What follows belongs to an exercise in optimizing a design on an open flow for small area, a short achievable clock period and few clock cycles; a production flow would make more cautious choices. Where RTL was checked, it was by simulation tests only, not by an equivalence proof against the original. Power and IR drop assume default switching activity.

## before
==> flow/design.v (excerpt) <==
module top(
    input   logic           clk,
    input   logic           rst,
    output  logic [31:0]    imem_addr,
    input   logic [31:0]    imem_rdata,
    output  logic           dmem_req,
    output  logic [31:0]    dmem_addr,
    input   logic [31:0]    dmem_rdata,
    input   logic           dmem_ready,
    output  logic           dmem_we,
    output  logic [31:0]    dmem_waddr,
    output  logic [31:0]    dmem_wdata,
    output  logic [31:0]    a0
);
For scale: roughly 230 I/O pins.
clock: 10.0 ns
lec_check: 0
cap_margin: 20
core_margin: 2
core_utilization: 40
place_density: 0.6
slew_margin: 20
standard.sh (not shown) runs the stock make flow with config.mk's settings and CLKGATE_MAP_FILE= SYNTH_SCRIPT=/design/flow/synth_recipe.tcl, a recipe that flattens the netlist after the stock synthesis.
==> flow/flow/run.sh <==
#!/bin/bash
set -euo pipefail
bash standard.sh SETUP_SLACK_MARGIN=5.5 "BUFFER_PORTS_ARGS=-buffer_cell sky130_fd_sc_hd__buf_4" finish > standard.log 2>&1
Testbench counts of before, summed over its fixed seeds: cycles 73,124.
Inputs modified between before and after:
diff --git a/flow/design.v b/flow/design.v
--- a/flow/design.v
+++ b/flow/design.v
@@ -1,35 +1,28 @@
 module regfile (
     input  logic        clk,
     input  logic [4:0]  ra1,
     input  logic [4:0]  ra2,
     input  logic        we,      
     input  logic [4:0]  wa,
     input  logic [31:0] wd,
     output logic [31:0] rd1,
     output logic [31:0] rd2,
     output logic [31:0] a0
 );
-logic [31:1][31:0] rf;
+logic [31:0] rf [1:31];
 always_ff @(posedge clk)
-    for (int i = 1; i < 32; i++)
-        if (we && wa == i) rf[i] <= wd;
-always_comb begin
-    rd1 = '0;
-    rd2 = '0;
-    for (int i = 1; i < 32; i++) begin
-        rd1 = rd1 | ({32{ra1 == i}} & rf[i]);
-        rd2 = rd2 | ({32{ra2 == i}} & rf[i]);
-    end
-end
-assign a0 = rf[10];
+    if (we) rf[wa] <= wd;
+assign rd1 = (ra1 == 5'd0) ? '0 : rf[ra1];
+assign rd2 = (ra2 == 5'd0) ? '0 : rf[ra2];
+assign a0  = rf[10];
 endmodule
 module top(
     input   logic           clk,
     input   logic           rst,
     output  logic [31:0]    imem_addr,
     input   logic [31:0]    imem_rdata,
     output  logic           dmem_req,
     output  logic [31:0]    dmem_addr,
     input   logic [31:0]    dmem_rdata,
     input   logic           dmem_ready,
     output  logic           dmem_we,
@@ -124,25 +117,33 @@
     .we  (wrM & !stallM),
     .wa  (rdM),
     .wd  (resultM),
     .rd1 (rf1),
     .rd2 (rf2),
     .a0  (a0)
 );
 wire fA   = wrE & (rdE == rs1);
 wire fB   = wrE & (rdE == rs2);
 wire bypA = wrM & (rdM == rs1);
 wire bypB = wrM & (rdM == rs2);
-wire [31:0] valA = fA ? resE : bypA ? resultM : rf1;
-wire [31:0] valB = fB ? resE : bypB ? resultM : rf2;
-wire [31:0] opBD  = (isOp | isBranch) ? valB : isStore ? immS : immI;
+wire takeB = isOp | isBranch;               
+wire [31:0] opAD = ({32{fA}}               & resE)
+                 | ({32{!fA & bypA}}       & resultM)
+                 | ({32{!fA & !bypA}}      & rf1);
+wire [31:0] opBD = ({32{takeB & fB}}       & resE)
+                 | ({32{takeB & !fB & bypB}}  & resultM)
+                 | ({32{takeB & !fB & !bypB}} & rf2)
+                 | ({32{!takeB}}           & (isStore ? immS : immI));
+wire [31:0] valB = ({32{fB}}               & resE)
+                 | ({32{!fB & bypB}}       & resultM)
+                 | ({32{!fB & !bypB}}      & rf2);
 wire [31:0] auxD  = isStore ? valB :
                     isLui   ? immU :
                     (isJal | isJalr | (isBranch & predD)) ? pcD4 :
                     tgtD;                
 wire aluOp  = isOp | isOpImm;
 wire selAdd = (aluOp & f3D == 3'b000) | isLoad | isStore;
 wire selSlt = aluOp & f3D == 3'b010;
 wire selSltu= aluOp & f3D == 3'b011;
 wire selXor = aluOp & f3D == 3'b100;
 wire selOr  = aluOp & f3D == 3'b110;
 wire selAnd = aluOp & f3D == 3'b111;
@@ -165,23 +166,23 @@
         brE <= isBranch & !killE;
         jrE <= isJalr & !killE;
     end
 always_ff @(posedge clk)
     if (!stallM) begin
         bEq  <= f3D[2:1] == 2'b00;
         bLt  <= f3D[2:1] == 2'b10;
         bLtu <= f3D[2:1] == 2'b11;
         bInv <= f3D[0] ^ predD;
         rdE   <= rdD;
         f3E   <= f3D;
-        opA   <= valA;
+        opA   <= opAD;
         opB   <= opBD;
         aux   <= auxD;
         sAdd <= selAdd; sSlt <= selSlt; sSltu <= selSltu; sXor <= selXor;
         sOr  <= selOr;  sAnd <= selAnd; sSll  <= selSll;  sSr  <= selSr;
         sAux <= selAux; subE <= subD;   sraE  <= sraD;
     end
 wire [31:0] A  = opA;
 wire [31:0] B  = opB;
 wire [31:0] stdE = aux;                 
 wire [32:0] sumc = add32(A, subE ? ~B : B, subE);
 wire [31:0] sum  = sumc[31:0];
Findings:
Looking at portion of the post-synthesis area used by sequential elements, after sits below before.
For share of power burned in the clock network, before and after come out practically identical.
Diff after and before: fraction of final layout cells with drive strength greater than 1 higher in after
Looking at required time at the endpoint of the critical path across after and before, the one that comes out lower is after.
Looking at antenna diode count, after sits 14 lower than before does.
Layout filler cell count up 634 in after wrt before
Compared to before, after shows a wider setup margin.
Post-synthesis instance total in after is 667 lower than in before
Per the comparison of after with before, sequential cell area in the final layout +about 0.47%; routing usage on met2 -8.3 points.
Per the comparison of after with before, number of well-tap cells placed grew by 166; first-pass iteration count of the detailed router shrank by 4; global-route total usage across every layer shrank by 8.5 points.
For after, only the layout was checked, not whether the RTL still works.

## separate check: timing with driven ports
How much do the figures lean on ideal ports? The routed layouts below were timed once more, with nothing changed but the port constraints.
Step 1 sets driving cells, clkbuf_16 on the clock port and buf_2 on the other inputs (assumed; they add their load-dependent delay and slew).
Step 2 moves the port delays by t, midway between the first and last clock arrival at a register: inputs arrive t later, outputs are due t later. That takes back most of the time a late clock gives input paths.
Three values: ideal ports, drivers, drivers and shift; two values: the first two.
| run | shift t [ns] | setup slack, ns | hold slack, ns | slew at the worst register clock pin (ns) |
|---|---|---|---|---|
| before | 0.942 | 5.354 / 5.354 / 4.513 | 0.447 / 0.447 / 0.447 | 0.07 / 0.07 |
| after | 0.916 | 5.405 / 5.428 / 4.544 | 0.419 / 0.419 / 0.419 | 0.07 / 0.07 |
After both steps every run listed still meets setup and hold. For after, which loses most, drivers alone change the setup slack by +0.023 ns; drivers and shift together by -0.861 ns.
